This design comes from an exercise in tuning for small area, a short achievable clock period and few clock cycles per item on the open sky130 flow, not from production work.
At most, simulation tests tie the RTL to the original design; equivalence was not proved.

==> run a <==
==> flow/design.v (excerpt) <==
module xtea_top(
    input clock, reset, cfg, start,
    input[127:0] data_i, key,
    output busy, ready,
    output[127:0] data_o
);
localparam [31:0] DELTA = 32'h9E3779B9;
reg        busy_r, ready_r;
reg        dec;
reg        go;       
reg        gf0a, gf0b, gf1a, gf1b;
reg [6:0]  cnt;
reg [31:0] a0, b0, a1, b1;
reg [127:0] k;
reg [31:0] s;        
reg [31:0] skr;      
reg [3:0]  ksel;     
always @(posedge clock, posedge reset)
begin
    if(reset) begin
        busy_r  <= 1'b0;
        ready_r <= 1'b0;
        go      <= 1'b0;
        gf0a    <= 1'b0;
        gf0b    <= 1'b0;
        gf1a    <= 1'b0;
        gf1b    <= 1'b0;
    end
    else begin
        busy_r  <= busy_r ? !ready_r : start;
        ready_r <= busy_r && !ready_r && (cnt == 7'd64);
        go      <= busy_r ? !ready_r && !(!dec && cnt == 7'd63) : start && cfg;
        gf0a    <= busy_r ? !ready_r && !(!dec && cnt == 7'd63) && !cnt[6] : start && cfg;
        gf0b    <= busy_r ? !ready_r && !(!dec && cnt == 7'd63) && cnt != 7'd64 : start && cfg;
  ...
Settings: LEC_CHECK=0, CAP_MARGIN=20, CORE_MARGIN=2, CORE_UTILIZATION=60, CTS_CLUSTER_DIAMETER=100, CTS_CLUSTER_SIZE=30, SLEW_MARGIN=20, SYNTH_HIERARCHICAL=1; clock period 10.0 ns.
standard.sh (not shown) runs the stock make flow with config.mk's settings and CLKGATE_MAP_FILE= SYNTH_SCRIPT=/design/flow/synth_recipe.tcl, a recipe that flattens the netlist after the stock synthesis.
==> flow/flow/run.sh <==
#!/bin/bash
# Standard layout, except that the port buffers are the smallest buffer and
# timing repair aims well below the clock period.
set -euo pipefail
export BUFFER_PORTS_ARGS="-buffer_cell sky130_fd_sc_hd__buf_1"
bash standard.sh SETUP_SLACK_MARGIN=6.45 finish > standard.log 2>&1
==> run b (differences from run a) <==
--- a/flow/design.v
+++ b/flow/design.v
@@ -30,12 +30,12 @@
 assign s[28] = b[24];
 assign s[29] = b[25];
 assign s[30] = b[26];
 assign s[31] = b[27];
 endmodule
-module xtea_pg1(input [31:0] s, b, input gfa, gfb, output [30:0] g, p, output p31);
-assign g = s[30:0] & b[30:0] & {{15{gfb}}, {16{gfa}}};
+module xtea_pg1(input [31:0] s, b, input go, output [30:0] g, p, output p31);
+assign g = s[30:0] & b[30:0] & {31{go}};
 assign p = s[30:0] ^ b[30:0];
 assign p31 = s[31] ^ b[31];
 endmodule
 module xtea_e(input [31:0] a, k, input [30:0] p, input p31, go, output [31:0] e);
 wire [31:0] hg = ({p31, p} ^ k) & {32{go}};
@@ -172,31 +172,30 @@
 assign n[28] = q[28] ^ C[27];
 assign n[29] = q[29] ^ C[28];
 assign n[30] = ~(q[30] ^ C[29]);
 assign n[31] = q[31] ^ C[30];
 endmodule
-module xtea_step(input [31:0] a, b, k, d, input go, gfa, gfb, cin, busy, output [31:0] n);
+module xtea_step(input [31:0] a, b, k, d, input go, cin, busy, output [31:0] n);
 wire [31:0] s, e, q;
 wire [30:0] g1, p1, c, g2n, p2n, C;
 wire p31, f31;
 xtea_sx  SX  (.b(b), .s(s));
-xtea_pg1 PG1 (.s(s), .b(b), .gfa(gfa), .gfb(gfb), .g(g1), .p(p1), .p31(f31));
+xtea_pg1 PG1 (.s(s), .b(b), .go(go), .g(g1), .p(p1), .p31(f31));
 xtea_pfx_bk_p0 PF (.g(g1), .p(p1), .G(c));
 xtea_e   E   (.a(a), .k(k), .p(p1), .p31(f31), .go(go), .e(e));
 xtea_pg2 PG2 (.c(c), .e(e), .a(a), .cin(cin), .gn(g2n), .pn(p2n), .p31(p31));
 xtea_pfx_bk_p1 PS (.g(g2n), .p(p2n), .G(C));
 xtea_q   Q   (.pn(p2n), .p31(p31), .d(d), .busy(busy), .q(q));
 xtea_sum SUM (.q(q), .C(C), .cin(cin), .n(n));
 endmodule
 module xtea_add(input [31:0] x, y, input inv, output [31:0] r);
-wire [31:0] yi = y ^ {32{inv}};
-wire [31:0] h = x ^ yi;
-wire [30:0] g = x[30:0] & yi[30:0];
-wire [30:0] gc = {g[30:1], g[0] | (h[0] & inv)};
+wire [31:0] h = x ^ y ^ {32{inv}};
+wire [30:0] g = x[30:0] & y[30:0];
+wire [30:0] p = x[30:0] ^ y[30:0];
 wire [30:0] G;
-xtea_pfx_bk_p0 PF (.g(gc), .p(h[30:0]), .G(G));
-assign r[0] = h[0] ^ inv;
+xtea_pfx_bk_p0 PF (.g(g), .p(p), .G(G));
+assign r[0] = h[0];
 assign r[1] = h[1] ^ G[0];
 assign r[2] = ~(h[2] ^ G[1]);
 assign r[3] = ~(h[3] ^ G[2]);
 assign r[4] = h[4] ^ G[3];
 assign r[5] = ~(h[5] ^ G[4]);
@@ -225,16 +224,17 @@
 assign r[28] = ~(h[28] ^ G[27]);
 assign r[29] = ~(h[29] ^ G[28]);
 assign r[30] = h[30] ^ G[29];
 assign r[31] = ~(h[31] ^ G[30]);
 endmodule
-module xtea_sadd(input [31:0] x, output [31:0] r);
-wire [31:0] y = 32'h9E3779B9;
+module xtea_sadd(input [31:0] x, input dec, output [31:0] r);
+wire [31:0] y = dec ? 32'h61C88647 : 32'h9E3779B9;
 wire [31:0] h = x ^ y;
 wire [30:0] g = x[30:0] & y[30:0];
+wire [30:0] p = x[30:0] ^ y[30:0];
 wire [30:0] G;
-xtea_pfx_bk_p0 PF (.g(g), .p(h[30:0]), .G(G));
+xtea_pfx_bk_p0 PF (.g(g), .p(p), .G(G));
 assign r[0] = h[0];
 assign r[1] = h[1] ^ G[0];
 assign r[2] = ~(h[2] ^ G[1]);
 assign r[3] = ~(h[3] ^ G[2]);
 assign r[4] = h[4] ^ G[3];
@@ -274,11 +274,10 @@
 );
 localparam [31:0] DELTA = 32'h9E3779B9;
 reg        busy_r, ready_r;
 reg        dec;
 reg        go;       
-reg        gf0a, gf0b, gf1a, gf1b;
 reg [6:0]  cnt;
 reg [31:0] a0, b0, a1, b1;
 reg [127:0] k;
 reg [31:0] s;        
 reg [31:0] skr;      
@@ -287,23 +286,15 @@
 begin
     if(reset) begin
         busy_r  <= 1'b0;
         ready_r <= 1'b0;
         go      <= 1'b0;
-        gf0a    <= 1'b0;
-        gf0b    <= 1'b0;
-        gf1a    <= 1'b0;
-        gf1b    <= 1'b0;
     end
     else begin
         busy_r  <= busy_r ? !ready_r : start;
         ready_r <= busy_r && !ready_r && (cnt == 7'd64);
         go      <= busy_r ? !ready_r && !(!dec && cnt == 7'd63) : start && cfg;
-        gf0a    <= busy_r ? !ready_r && !(!dec && cnt == 7'd63) && !cnt[6] : start && cfg;
-        gf0b    <= busy_r ? !ready_r && !(!dec && cnt == 7'd63) && cnt != 7'd64 : start && cfg;
-        gf1a    <= busy_r ? !(!dec && cnt == 7'd63) && !cnt[6] : start && cfg;
-        gf1b    <= busy_r ? !(!dec && cnt == 7'd63) && cnt[6:1] != 6'd32 : start && cfg;
     end
 end
 assign busy  = busy_r;
 assign ready = ready_r;
 wire cin = dec & go;
@@ -311,27 +302,27 @@
                  (k[ 95:64] & {32{ksel[2]}}) | (k[127:96] & {32{ksel[3]}});
 wire [31:0] sk_next;
 xtea_add SKA (.x(s), .y(kx), .inv(dec), .r(sk_next));
 wire        s_upd = cnt[0] ^ dec;
 wire [31:0] s_add;
-xtea_sadd SDA (.x(s), .r(s_add));
+xtea_sadd SDA (.x(s), .dec(dec), .r(s_add));
 wire [31:0] s_nx = s_upd ? s_add : s;
-wire [1:0]  idx_next = (cnt[0] ? s_nx[12:11] : s_nx[1:0]) ^ {2{dec}};
+wire [1:0]  idx_next = cnt[0] ? s_nx[12:11] : s_nx[1:0];
 wire [31:0] n0, n1;
-xtea_step STEP0 (.a(a0), .b(b0), .k(skr), .d(data_i[ 63:32]), .go(go), .gfa(gf0a), .gfb(gf0b), .cin(cin), .busy(busy_r), .n(n0));
-xtea_step STEP1 (.a(a1), .b(b1), .k(skr), .d(data_i[127:96]), .go(go), .gfa(gf1a), .gfb(gf1b), .cin(cin), .busy(busy_r), .n(n1));
+xtea_step STEP0 (.a(a0), .b(b0), .k(skr), .d(data_i[ 63:32]), .go(go), .cin(cin), .busy(busy_r), .n(n0));
+xtea_step STEP1 (.a(a1), .b(b1), .k(skr), .d(data_i[127:96]), .go(go), .cin(cin), .busy(busy_r), .n(n1));
 always @(posedge clock)
 begin
     b0 <= n0;
     b1 <= n1;
     if(!busy_r) begin
         a0   <= data_i[ 31: 0];
         a1   <= data_i[ 95:64];
         k    <= key;
         dec  <= !cfg;
         cnt  <= 7'd0;
-        s    <= cfg ? DELTA : 32'h3910C8DF;
+        s    <= cfg ? DELTA : 32'hC6EF3720;
         skr  <= key[31:0];
         ksel <= cfg ? 4'b1000 : 4'b0100;
     end
     else begin
         a0   <= b0;
==> flow/flow/run.sh (replaced) <==
#!/bin/bash
# Standard layout, except that the port buffers are the smallest buffer and
# timing repair aims well below the clock period.
set -euo pipefail
export BUFFER_PORTS_ARGS="-buffer_cell sky130_fd_sc_hd__buf_1"
bash standard.sh SETUP_SLACK_MARGIN=6.3 finish > standard.log 2>&1
Settings changed: CTS_BUF_LIST from default to sky130_fd_sc_hd__clkbuf_4 sky130_fd_sc_hd__clkbuf_8, CTS_CLUSTER_DIAMETER 100 to default, CTS_CLUSTER_SIZE 30 to default.
==> run c (differences from run a) <==
--- a/flow/design.v
+++ b/flow/design.v
@@ -30,12 +30,12 @@
 assign s[28] = b[24];
 assign s[29] = b[25];
 assign s[30] = b[26];
 assign s[31] = b[27];
 endmodule
-module xtea_pg1(input [31:0] s, b, input gfa, gfb, output [30:0] g, p, output p31);
-assign g = s[30:0] & b[30:0] & {{15{gfb}}, {16{gfa}}};
+module xtea_pg1(input [31:0] s, b, input go, output [30:0] g, p, output p31);
+assign g = s[30:0] & b[30:0] & {31{go}};
 assign p = s[30:0] ^ b[30:0];
 assign p31 = s[31] ^ b[31];
 endmodule
 module xtea_e(input [31:0] a, k, input [30:0] p, input p31, go, output [31:0] e);
 wire [31:0] hg = ({p31, p} ^ k) & {32{go}};
@@ -172,31 +172,30 @@
 assign n[28] = q[28] ^ C[27];
 assign n[29] = q[29] ^ C[28];
 assign n[30] = ~(q[30] ^ C[29]);
 assign n[31] = q[31] ^ C[30];
 endmodule
-module xtea_step(input [31:0] a, b, k, d, input go, gfa, gfb, cin, busy, output [31:0] n);
+module xtea_step(input [31:0] a, b, k, d, input go, cin, busy, output [31:0] n);
 wire [31:0] s, e, q;
 wire [30:0] g1, p1, c, g2n, p2n, C;
 wire p31, f31;
 xtea_sx  SX  (.b(b), .s(s));
-xtea_pg1 PG1 (.s(s), .b(b), .gfa(gfa), .gfb(gfb), .g(g1), .p(p1), .p31(f31));
+xtea_pg1 PG1 (.s(s), .b(b), .go(go), .g(g1), .p(p1), .p31(f31));
 xtea_pfx_bk_p0 PF (.g(g1), .p(p1), .G(c));
 xtea_e   E   (.a(a), .k(k), .p(p1), .p31(f31), .go(go), .e(e));
 xtea_pg2 PG2 (.c(c), .e(e), .a(a), .cin(cin), .gn(g2n), .pn(p2n), .p31(p31));
 xtea_pfx_bk_p1 PS (.g(g2n), .p(p2n), .G(C));
 xtea_q   Q   (.pn(p2n), .p31(p31), .d(d), .busy(busy), .q(q));
 xtea_sum SUM (.q(q), .C(C), .cin(cin), .n(n));
 endmodule
 module xtea_add(input [31:0] x, y, input inv, output [31:0] r);
-wire [31:0] yi = y ^ {32{inv}};
-wire [31:0] h = x ^ yi;
-wire [30:0] g = x[30:0] & yi[30:0];
-wire [30:0] gc = {g[30:1], g[0] | (h[0] & inv)};
+wire [31:0] h = x ^ y ^ {32{inv}};
+wire [30:0] g = x[30:0] & y[30:0];
+wire [30:0] p = x[30:0] ^ y[30:0];
 wire [30:0] G;
-xtea_pfx_bk_p0 PF (.g(gc), .p(h[30:0]), .G(G));
-assign r[0] = h[0] ^ inv;
+xtea_pfx_bk_p0 PF (.g(g), .p(p), .G(G));
+assign r[0] = h[0];
 assign r[1] = h[1] ^ G[0];
 assign r[2] = ~(h[2] ^ G[1]);
 assign r[3] = ~(h[3] ^ G[2]);
 assign r[4] = h[4] ^ G[3];
 assign r[5] = ~(h[5] ^ G[4]);
@@ -225,16 +224,17 @@
 assign r[28] = ~(h[28] ^ G[27]);
 assign r[29] = ~(h[29] ^ G[28]);
 assign r[30] = h[30] ^ G[29];
 assign r[31] = ~(h[31] ^ G[30]);
 endmodule
-module xtea_sadd(input [31:0] x, output [31:0] r);
-wire [31:0] y = 32'h9E3779B9;
+module xtea_sadd(input [31:0] x, input dec, output [31:0] r);
+wire [31:0] y = dec ? 32'h61C88647 : 32'h9E3779B9;
 wire [31:0] h = x ^ y;
 wire [30:0] g = x[30:0] & y[30:0];
+wire [30:0] p = x[30:0] ^ y[30:0];
 wire [30:0] G;
-xtea_pfx_bk_p0 PF (.g(g), .p(h[30:0]), .G(G));
+xtea_pfx_bk_p0 PF (.g(g), .p(p), .G(G));
 assign r[0] = h[0];
 assign r[1] = h[1] ^ G[0];
 assign r[2] = ~(h[2] ^ G[1]);
 assign r[3] = ~(h[3] ^ G[2]);
 assign r[4] = h[4] ^ G[3];
@@ -274,11 +274,10 @@
 );
 localparam [31:0] DELTA = 32'h9E3779B9;
 reg        busy_r, ready_r;
 reg        dec;
 reg        go;       
-reg        gf0a, gf0b, gf1a, gf1b;
 reg [6:0]  cnt;
 reg [31:0] a0, b0, a1, b1;
 reg [127:0] k;
 reg [31:0] s;        
 reg [31:0] skr;      
@@ -287,23 +286,15 @@
 begin
     if(reset) begin
         busy_r  <= 1'b0;
         ready_r <= 1'b0;
         go      <= 1'b0;
-        gf0a    <= 1'b0;
-        gf0b    <= 1'b0;
-        gf1a    <= 1'b0;
-        gf1b    <= 1'b0;
     end
     else begin
         busy_r  <= busy_r ? !ready_r : start;
         ready_r <= busy_r && !ready_r && (cnt == 7'd64);
         go      <= busy_r ? !ready_r && !(!dec && cnt == 7'd63) : start && cfg;
-        gf0a    <= busy_r ? !ready_r && !(!dec && cnt == 7'd63) && !cnt[6] : start && cfg;
-        gf0b    <= busy_r ? !ready_r && !(!dec && cnt == 7'd63) && cnt != 7'd64 : start && cfg;
-        gf1a    <= busy_r ? !(!dec && cnt == 7'd63) && !cnt[6] : start && cfg;
-        gf1b    <= busy_r ? !(!dec && cnt == 7'd63) && cnt[6:1] != 6'd32 : start && cfg;
     end
 end
 assign busy  = busy_r;
 assign ready = ready_r;
 wire cin = dec & go;
@@ -311,27 +302,27 @@
                  (k[ 95:64] & {32{ksel[2]}}) | (k[127:96] & {32{ksel[3]}});
 wire [31:0] sk_next;
 xtea_add SKA (.x(s), .y(kx), .inv(dec), .r(sk_next));
 wire        s_upd = cnt[0] ^ dec;
 wire [31:0] s_add;
-xtea_sadd SDA (.x(s), .r(s_add));
+xtea_sadd SDA (.x(s), .dec(dec), .r(s_add));
 wire [31:0] s_nx = s_upd ? s_add : s;
-wire [1:0]  idx_next = (cnt[0] ? s_nx[12:11] : s_nx[1:0]) ^ {2{dec}};
+wire [1:0]  idx_next = cnt[0] ? s_nx[12:11] : s_nx[1:0];
 wire [31:0] n0, n1;
-xtea_step STEP0 (.a(a0), .b(b0), .k(skr), .d(data_i[ 63:32]), .go(go), .gfa(gf0a), .gfb(gf0b), .cin(cin), .busy(busy_r), .n(n0));
-xtea_step STEP1 (.a(a1), .b(b1), .k(skr), .d(data_i[127:96]), .go(go), .gfa(gf1a), .gfb(gf1b), .cin(cin), .busy(busy_r), .n(n1));
+xtea_step STEP0 (.a(a0), .b(b0), .k(skr), .d(data_i[ 63:32]), .go(go), .cin(cin), .busy(busy_r), .n(n0));
+xtea_step STEP1 (.a(a1), .b(b1), .k(skr), .d(data_i[127:96]), .go(go), .cin(cin), .busy(busy_r), .n(n1));
 always @(posedge clock)
 begin
     b0 <= n0;
     b1 <= n1;
     if(!busy_r) begin
         a0   <= data_i[ 31: 0];
         a1   <= data_i[ 95:64];
         k    <= key;
         dec  <= !cfg;
         cnt  <= 7'd0;
-        s    <= cfg ? DELTA : 32'h3910C8DF;
+        s    <= cfg ? DELTA : 32'hC6EF3720;
         skr  <= key[31:0];
         ksel <= cfg ? 4'b1000 : 4'b0100;
     end
     else begin
         a0   <= b0;
==> flow/flow/run.sh (replaced) <==
#!/bin/bash
# Standard layout, except that the port buffers are the smallest buffer and
# timing repair aims well below the clock period.
set -euo pipefail
export BUFFER_PORTS_ARGS="-buffer_cell sky130_fd_sc_hd__buf_1"
bash standard.sh SETUP_SLACK_MARGIN=6.0 finish > standard.log 2>&1
Settings changed: CTS_CLUSTER_DIAMETER 100 to default, CTS_CLUSTER_SIZE 30 to default.
==> metrics.md <==
| Metric | Value |
|---|---|
| Post-Syn Instances | `about 2200` |
| Final-layout fill cell count | `about 3000` |
| Crit. path cell count | `20` |
| Fmax | `276 MHz` |
| Run status | `timing/DRC/antenna clean` |
| Slowest CP cell | `ha_1` |
| First-pass GRT wire length | `81.5 mm` |
| # clock sinks | `339` |
| Share of layout cells above drive strength 1 | `slightly above 20%` |
| Pre-CTS setup slack | `between 5 and 6 ns` |
That was run a.
==> metrics.md <==
| Metric | Value |
|---|---|
| Run status | `timing/DRC/antenna clean` |
| Fmax | `259 MHz` |
| Crit. path cell count | `22` |
| # clock sinks | `335` |
| First-pass GRT wire length | `slightly above 80 mm` |
| Share of layout cells above drive strength 1 | `between 15 and 20%` |
| Pre-CTS setup slack | `roughly 5.3 ns` |
| Post-Syn Instances | `roughly 2200` |
| Slowest CP cell | `dfrtp_4` |
That was run c.
==> metrics.md <==
| Metric | Value |
|---|---|
| # clock sinks | `about 340` |
| Run status | `timing/DRC/antenna clean` |
| First-pass GRT wire length | `82.0 mm` |
| Fmax | `277 MHz` |
| Slowest CP cell | `dfrtp_4` |
| Pre-CTS setup slack | `5.34 ns` |
| Crit. path cell count | `20` |
| Post-Syn Instances | `2225` |
| Final-layout fill cell count | `2954` |
That was run b.
Testbench counts of run a, summed over its fixed seeds: cycles 21,440, ops 320.
For run b and run c, only the layout was checked, not whether the RTL still works.

static timing again, ports no longer ideal:
The results above use ideal ports. As a check the final layouts listed here were re-extracted and re-timed, cells and wires unchanged.
Step 1: set_driving_cell puts a clkbuf_16 on clock and a buf_2 on each other input, an assumption about the parent block.
Step 2 adds t to the input delays and takes it off the output delays; t is the mean of the earliest and latest rising clock arrival at the registers after step 1. Input paths then give back, and output paths get back, about the clock's delay inside the block.
a / b / c = no drivers / after step 1 / after step 2; a / b = the first two.
| run | t, ns | slack for setup (ns) | hold WS [ns] | slew at the worst register clock pin (ns) | pins driven straight from the clock port |
|---|---|---|---|---|---|
| run a | 0.583 | 6.376 / 6.376 / 6.376 | 0.488 / 0.488 / 0.488 | 0.11 / 0.11 | 1 |
| run b | 0.697 | 6.388 / 6.388 / 6.388 | 0.493 / 0.493 / 0.493 | 0.07 / 0.07 | 1 |
| run c | 0.617 | 6.138 / 6.138 / 6.138 | 0.490 / 0.490 / 0.490 | 0.07 / 0.07 | 1 |
After both steps setup and hold are still met in every run listed.
